Context: an optimization exercise on an open-source flow, tuned for small area, a short achievable clock period and few clock cycles. The choices shown serve that exercise and are no tape-out recipe.
RTL that was checked went through simulation tests only; none was proved equivalent to the original.
Power and IR drop assume default switching activity.

==> trial 76 <==
Design LCD_CTRL, start of the top module:
module LCD_CTRL(
    input clk, cmd_valid, reset,
    input [3:0] cmd,
    input [7:0] IROM_Q,
    output IRAM_valid, IROM_rd, busy, done,
    output [5:0] IROM_A,
    output [5:0] IRAM_A,
    output [7:0] IRAM_D
);
==> flow/config.mk <==
export PLATFORM = sky130hd
export DESIGN_NAME = LCD_CTRL
export DESIGN_NICKNAME = LCD_CTRL
export VERILOG_FILES = /design/flow/design.v
export SDC_FILE = /design/flow/constraint.sdc
export NUM_CORES = 8
export LEC_CHECK = 0
export ABC_AREA = 1
export CAP_MARGIN = 20
export CORE_MARGIN = 2
export CORE_UTILIZATION = 55
export CTS_CLUSTER_DIAMETER = 100
export CTS_CLUSTER_SIZE = 24
export SLEW_MARGIN = 20
export SYNTH_HIERARCHICAL = 1
==> flow/constraint.sdc <==
create_clock -name core_clock -period 10.0 [get_ports {clk}]
set_input_delay 2.0000 -clock core_clock [delete_from_list [all_inputs] [get_ports {clk}]]
set_output_delay 2.0000 -clock core_clock [all_outputs]
set_load 0.01 [all_outputs]
standard.sh (not shown) runs the stock make flow with config.mk's settings and CLKGATE_MAP_FILE= SYNTH_SCRIPT=/design/flow/synth_recipe.tcl, a recipe that flattens the netlist after the stock synthesis.
==> flow/flow/run.sh <==
#!/bin/bash
# The standard layout with three changes: plain buffers on the ports; in the otherwise standard
# (hierarchical) synthesis, the pixel banks (module lcd_bank) are mapped by an area-oriented ABC
# script (flow/bank.script) and the rest by the standard one; timing repair aiming for a setup
# slack of 7 ns at the 10 ns clock.
set -euo pipefail
here=$(pwd)
cat > own_synth.tcl <<EOF2
proc abc {args} {
  set i [lsearch -exact \$args -script]
  set a2 \$args
  lset a2 [expr {\$i + 1}] $here/flow/bank.script
  yosys abc {*}\$a2 lcd_bank
  yosys abc {*}\$args LCD_CTRL
}
EOF2
cat synth_recipe.tcl >> own_synth.tcl
export BUFFER_PORTS_ARGS="-buffer_cell sky130_fd_sc_hd__buf_4"
bash standard.sh SYNTH_SCRIPT=$here/own_synth.tcl SETUP_SLACK_MARGIN=7 finish > standard.log 2>&1
==> flow/flow/bank.script <==
strash
dch
amap
topo
stime -c
==> build 55: changes against trial 76 <==
==> flow/design.v (replaced) <==
module LCD_CTRL(
    input clk, cmd_valid, reset,
    input [3:0] cmd,
    input [7:0] IROM_Q,
    output IRAM_valid, IROM_rd, busy, done,
    output [5:0] IROM_A,
    output [5:0] IRAM_A,
    output [7:0] IRAM_D
);
    reg [2:0] r, c;           
    reg [1:0] ri0, ri1, ci0, ci1;
    reg [1:0] pri0, pri1, pci0, pci1;   
    reg       busy_r, cv, cw, wph, done_r, rom_rd, ram_v;
    reg       rsp;            
    reg       smax, smin, savg;
    reg [9:0] ssum;           
    reg       sv;             
    reg [3:0] srow, scol;     
    reg [5:0] rom_a, ram_a, wend;
    reg [7:0] ram_d;
    reg [63:0] ld;            
    reg [7:0] x0, x1, x2, x3;  
    reg       l0, l1, l2, l3;  
    assign busy = busy_r;
    assign done = done_r;
    assign IROM_rd = rom_rd;
    assign IROM_A = rom_a;
    assign IRAM_valid = ram_v;
    assign IRAM_A = ram_a;
    assign IRAM_D = ram_d;
    wire wc = l0 & l1 & l2 & l3;              
    wire opx = cv & wc & (~savg | sv);
    wire g01 = x0 >= x1, g02 = x0 >= x2, g03 = x0 >= x3;
    wire g12 = x1 >= x2, g13 = x1 >= x3, g23 = x2 >= x3;
    wire [7:0] vmax = ({8{ g01 &  g02 &  g03}} & x0) | ({8{~g01 &  g12 &  g13}} & x1) |
                      ({8{~g02 & ~g12 &  g23}} & x2) | ({8{~g03 & ~g13 & ~g23}} & x3);
    wire [7:0] vmin = ({8{~g01 & ~g02 & ~g03}} & x0) | ({8{ g01 & ~g12 & ~g13}} & x1) |
                      ({8{ g02 &  g12 & ~g23}} & x2) | ({8{ g03 &  g13 &  g23}} & x3);
    function [8:0] add8;
        input [7:0] a, b;
        reg [7:0] g0, p0, g1, p1, g2, p2, g3;
        begin
            g0 = a & b; p0 = a ^ b;
            g1 = g0 | (p0 & {g0[6:0], 1'b0}); p1 = p0 & {p0[6:0], 1'b0};
            g2 = g1 | (p1 & {g1[5:0], 2'b0}); p2 = p1 & {p1[5:0], 2'b0};
            g3 = g2 | (p2 & {g2[3:0], 4'b0});
            add8 = {g3[7], p0 ^ {g3[6:0], 1'b0}};
        end
    endfunction
    function [9:0] add9;
        input [8:0] a, b;
        reg [8:0] g0, p0, g1, p1, g2, p2, g3, p3, g4;
        begin
            g0 = a & b; p0 = a ^ b;
            g1 = g0 | (p0 & {g0[7:0], 1'b0}); p1 = p0 & {p0[7:0], 1'b0};
            g2 = g1 | (p1 & {g1[6:0], 2'b0}); p2 = p1 & {p1[6:0], 2'b0};
            g3 = g2 | (p2 & {g2[4:0], 4'b0}); p3 = p2 & {p2[4:0], 4'b0};
            g4 = g3 | (p3 & {g3[0], 8'b0});
            add9 = {g4[8], p0 ^ {g4[7:0], 1'b0}};
        end
    endfunction
    wire [9:0] sum = add9(add8(x0, x1), add8(x2, x3));
    wire [7:0] vavg = ssum[9:2];
    wire [7:0] vsym = ({8{smax}} & vmax) | ({8{smin}} & vmin) | ({8{savg}} & vavg);
    wire [7:0] nv0 = vsym | ({8{srow[0]}} & x2) | ({8{scol[0]}} & x1);
    wire [7:0] nv1 = vsym | ({8{srow[1]}} & x3) | ({8{scol[1]}} & x0);
    wire [7:0] nv2 = vsym | ({8{srow[2]}} & x0) | ({8{scol[2]}} & x3);
    wire [7:0] nv3 = vsym | ({8{srow[3]}} & x1) | ({8{scol[3]}} & x2);
    wire [3:0] wi0 = {ri0, ci0}, wi1 = {ri0, ci1}, wi2 = {ri1, ci0}, wi3 = {ri1, ci1};
    wire [3:0] pi0 = {pri0, pci0}, pi1 = {pri0, pci1}, pi2 = {pri1, pci0}, pi3 = {pri1, pci1};
    wire chg0 = wi0 != pi0, chg1 = wi1 != pi1, chg2 = wi2 != pi2, chg3 = wi3 != pi3;
    wire land = rom_rd & ~wph;                 
    wire lb0 = land & ~rsp & ~rom_a[3] & ~rom_a[0];
    wire lb1 = land & ~rsp & ~rom_a[3] &  rom_a[0];
    wire lb2 = land & ~rsp &  rom_a[3] & ~rom_a[0];
    wire lb3 = land & ~rsp &  rom_a[3] &  rom_a[0];
    wire sh0 = land & rsp & ~rom_a[3] & ~rom_a[0];
    wire sh1 = land & rsp & ~rom_a[3] &  rom_a[0];
    wire sh2 = land & rsp &  rom_a[3] & ~rom_a[0];
    wire sh3 = land & rsp &  rom_a[3] &  rom_a[0];
    wire wstart = cw & ~wph;
    wire [7:0] wd0 = lb0 ? IROM_Q : x0;
    wire [7:0] wd1 = lb1 ? IROM_Q : x1;
    wire [7:0] wd2 = lb2 ? IROM_Q : x2;
    wire [7:0] wd3 = lb3 ? IROM_Q : x3;
    wire [7:0] y0, y1, y2, y3;
    lcd_bank b0 (.clk(clk), .wa(pi0), .wd(wd0), .ra(wi0), .rd(y0));
    lcd_bank b1 (.clk(clk), .wa(pi1), .wd(wd1), .ra(wi1), .rd(y1));
    lcd_bank b2 (.clk(clk), .wa(pi2), .wd(wd2), .ra(wi2), .rd(y2));
    lcd_bank b3 (.clk(clk), .wa(pi3), .wd(wd3), .ra(wi3), .rd(y3));
    wire [5:0] a0 = {ri0, 1'b0, ci0, 1'b0};    
    wire [5:0] a1 = {ri0, 1'b0, ci1, 1'b1};
    wire [5:0] a2 = {ri1, 1'b1, ci0, 1'b0};
    wire [5:0] a3 = {ri1, 1'b1, ci1, 1'b1};
    wire ld0 = ld[a0], ld1 = ld[a1], ld2 = ld[a2], ld3 = ld[a3];
    wire nl0 = chg0 ? (ld0 | sh0) : (l0 | lb0);
    wire nl1 = chg1 ? (ld1 | sh1) : (l1 | lb1);
    wire nl2 = chg2 ? (ld2 | sh2) : (l2 | lb2);
    wire nl3 = chg3 ? (ld3 | sh3) : (l3 | lb3);
    wire miss = ~(nl0 & nl1 & nl2 & nl3);
    wire [5:0] fa = ~nl0 ? a0 : ~nl1 ? a1 : ~nl2 ? a2 : a3;
    wire sym = smax | smin | savg;            
    wire xch = chg0 | chg1 | chg2 | chg3 | land;
    always @(posedge clk) ssum <= (opx & sym) ? {vsym, 2'b00} : sum;
    always @(posedge clk, posedge reset) begin
        if (reset) sv <= 1'b0;
        else sv <= opx | ~xch;
    end
    always @(posedge clk) begin
        x0 <= opx ? nv0 : chg0 ? ((sh0 & ~ld0) ? IROM_Q : y0) : lb0 ? IROM_Q : x0;
        x1 <= opx ? nv1 : chg1 ? ((sh1 & ~ld1) ? IROM_Q : y1) : lb1 ? IROM_Q : x1;
        x2 <= opx ? nv2 : chg2 ? ((sh2 & ~ld2) ? IROM_Q : y2) : lb2 ? IROM_Q : x2;
        x3 <= opx ? nv3 : chg3 ? ((sh3 & ~ld3) ? IROM_Q : y3) : lb3 ? IROM_Q : x3;
    end
    wire take = cmd_valid & ~busy_r;
    wire mu = take & (cmd == 4'd1) & (r != 3'd0);
    wire md = take & (cmd == 4'd2) & (r != 3'd6);
    wire ml = take & (cmd == 4'd3) & (c != 3'd0);
    wire mr = take & (cmd == 4'd4) & (c != 3'd6);
    wire is_op = cmd >= 4'd5;
    wire [2:0] ru = r - 3'd1, rd = r + 3'd1, cl = c - 3'd1, cr = c + 3'd1;
    wire [1:0] ru0 = ru[2:1] + {1'b0, ru[0]}, rd0 = rd[2:1] + {1'b0, rd[0]};
    wire [1:0] cl0 = cl[2:1] + {1'b0, cl[0]}, cr0 = cr[2:1] + {1'b0, cr[0]};
    wire [5:0] w = {r, c};
    wire [5:0] wfirst = wc ? w : rom_a;
    wire [5:0] wnext = (wstart ? wfirst : w) + 6'd1;
    wire [2:0] wr = wnext[5:3], wcl = wnext[2:0];
    wire       wlast = ram_v & (w == wend);     
    wire       wgo = wph & ~done_r & ~wlast;
    reg  [7:0] xs, ys;
    reg        nls;
    always @(*) begin
        case ({r[0], c[0]})
            2'b00: begin xs = x0; ys = y0; nls = ld[a0]; end
            2'b01: begin xs = x1; ys = y1; nls = ld[a1]; end
            2'b10: begin xs = x2; ys = y2; nls = ld[a2]; end
            default: begin xs = x3; ys = y3; nls = ld[a3]; end
        endcase
    end
    always @(posedge clk) begin
        ram_a <= wstart ? wfirst : w;
        ram_d <= wstart ? (wc ? xs : IROM_Q) : (nls ? ys : IROM_Q);
        if (wstart) wend <= wfirst;
    end
    wire cvn = (take & is_op) | (cv & ~opx);
    wire avgn = take ? (cmd == 4'd7) : savg;   
    wire svn = opx | ~xch;
    wire dd = r[0] ^ c[0];                    
    always @(posedge clk, posedge reset) begin
        if (reset) begin
            r <= 3'd3; c <= 3'd3;
            ri0 <= 2'd2; ri1 <= 2'd1; ci0 <= 2'd2; ci1 <= 2'd1;
            pri0 <= 2'd2; pri1 <= 2'd1; pci0 <= 2'd2; pci1 <= 2'd1;
            busy_r <= 1'b0;
            cv <= 1'b0;
            cw <= 1'b0;
            wph <= 1'b0;
            done_r <= 1'b0;
            rom_rd <= 1'b0;
            rsp <= 1'b0;
            ram_v <= 1'b0;
            l0 <= 1'b0; l1 <= 1'b0; l2 <= 1'b0; l3 <= 1'b0;
        end else begin
            pri0 <= ri0; pri1 <= ri1; pci0 <= ci0; pci1 <= ci1;
            l0 <= nl0; l1 <= nl1; l2 <= nl2; l3 <= nl3;
            if (wph | wstart) begin
                wph <= 1'b1;
                cv <= 1'b0;
                ram_v <= wstart | wgo;
                if (wlast) done_r <= 1'b1;
                if (wstart | wgo) begin
                    r <= wr; c <= wcl;
                    ri1 <= wr[2:1]; ri0 <= wr[2:1] + {1'b0, wr[0]};
                    ci1 <= wcl[2:1]; ci0 <= wcl[2:1] + {1'b0, wcl[0]};
                end
                rom_rd <= wstart | wgo;
                rsp <= 1'b0;
            end else begin
                if (mu) begin r <= ru; ri1 <= ru[2:1]; ri0 <= ru0; end
                if (md) begin r <= rd; ri1 <= rd[2:1]; ri0 <= rd0; end
                if (ml) begin c <= cl; ci1 <= cl[2:1]; ci0 <= cl0; end
                if (mr) begin c <= cr; ci1 <= cr[2:1]; ci0 <= cr0; end
                rom_rd <= miss | mv_any;
                rsp <= mv_any;
                cv <= cvn;
                if (take & (cmd == 4'd0)) cw <= 1'b1;
                busy_r <= (take & (cmd == 4'd0)) | (cvn & (miss | (avgn & ~svn)));
            end
        end
    end
    wire mv_any = mu | md | ml | mr;
    wire [5:0] fmv = mu ? {ru, c} : md ? {r + 3'd2, c} : ml ? {r, cl} : {r, c + 3'd2};
    always @(posedge clk) rom_a <= (wph | wstart) ? wnext : mv_any ? fmv : fa;
    integer q;
    always @(posedge clk) begin
        if (reset) ld <= 64'd0;
        else for (q = 0; q < 64; q = q + 1) if (land && rom_a == q) ld[q] <= 1'b1;
    end
    always @(posedge clk) begin
        if (take) begin
            smax <= cmd == 4'd5;
            smin <= cmd == 4'd6;
            savg <= cmd == 4'd7;
            srow[0] <= (cmd == 4'd10) | (cmd == 4'd8 &  dd) | (cmd == 4'd9 & ~dd);
            srow[1] <= (cmd == 4'd10) | (cmd == 4'd8 & ~dd) | (cmd == 4'd9 &  dd);
            srow[2] <= (cmd == 4'd10) | (cmd == 4'd8 & ~dd) | (cmd == 4'd9 &  dd);
            srow[3] <= (cmd == 4'd10) | (cmd == 4'd8 &  dd) | (cmd == 4'd9 & ~dd);
            scol[0] <= (cmd == 4'd11) | (cmd == 4'd8 & ~dd) | (cmd == 4'd9 &  dd);
            scol[1] <= (cmd == 4'd11) | (cmd == 4'd8 &  dd) | (cmd == 4'd9 & ~dd);
            scol[2] <= (cmd == 4'd11) | (cmd == 4'd8 &  dd) | (cmd == 4'd9 & ~dd);
            scol[3] <= (cmd == 4'd11) | (cmd == 4'd8 & ~dd) | (cmd == 4'd9 &  dd);
        end
    end
endmodule
module lcd_bank(
    input clk,
    input [3:0] wa, ra,
    input [7:0] wd,
    output [7:0] rd
);
    reg [7:0] m [0:15];
    integer k;
    always @(posedge clk)
        for (k = 0; k < 16; k = k + 1)
            if (wa == k) m[k] <= wd;
    assign rd = m[ra];
endmodule
ABC_AREA = 0   (was 1)
==> qor summary <==
| quantity | build 55 | trial 76 |
|---|---|---|
| Clock insertion delay at the later pin of the skew report | 600 ps | 620 ps |
| Worst-case hold path end point | ld[34] | ld[6] |
| Number of non-filler instances in the completed layout | 3,306 | 4,011 |
| Post-synthesis share of cell area spent on full adders, half adders and majority gates | 3.82% | 3.63% |
| Netlist Area Pre-Place | 0.0302 mm2 | 0.0314 mm2 |
| Buffers & Inverters on Critical Path | 1 | 5 |
| Top Metal Used | met4 | met5 |
| Synthesized instance count | 2,389 | 2,960 |
| CTS sink count | 680 | 681 |
| Initial DRT Pass Iterations | 9 | 7 |
| Status | timing/DRC/antenna clean | timing/DRC/antenna clean |
| Post-synthesis to final-layout area growth | 18.1% | 20.1% |
| Highest cell delay on the worst timing path | 460 ps | 200 ps |
| Switching power | 5.86 mW | 4.83 mW |
| CTS Buf Count | 35 | 38 |
| Share of total power in combinational logic | 53.9% | 49.9% |
Testbench counts of build 55, summed over its fixed seeds: cycles 11,201.
For trial 76, only the layout was checked, not whether the RTL still works.

## afterwards: timing with drivers on the ports
Ports are ideal in the flow. The routed layouts listed here were re-timed in OpenROAD.
Step 1 assumes that a clkbuf_16 drives the clock port and a buf_2 every other input.
Step 2, shift: input delay + t, output delay - t, t = (earliest + latest rising clock arrival at the registers) / 2. This alone moves slack from input paths to output paths.
Three values: ideal, step 1, step 2; two values: the first two.
run | t (ns) | setup WS [ns] | latest minus earliest clock arrival (ns) | pins driven straight from the clock port
trial 76 | 0.656 | 6.133 / 6.144 / 5.488 | 0.045 / 0.046 | 1
build 55 | 0.650 | 6.819 / 6.756 / 6.384 | 0.034 / 0.034 | 1
After both steps every run listed still meets setup and hold. For trial 76, which loses most, drivers alone change the setup slack by +0.011 ns; drivers and shift together by -0.645 ns.
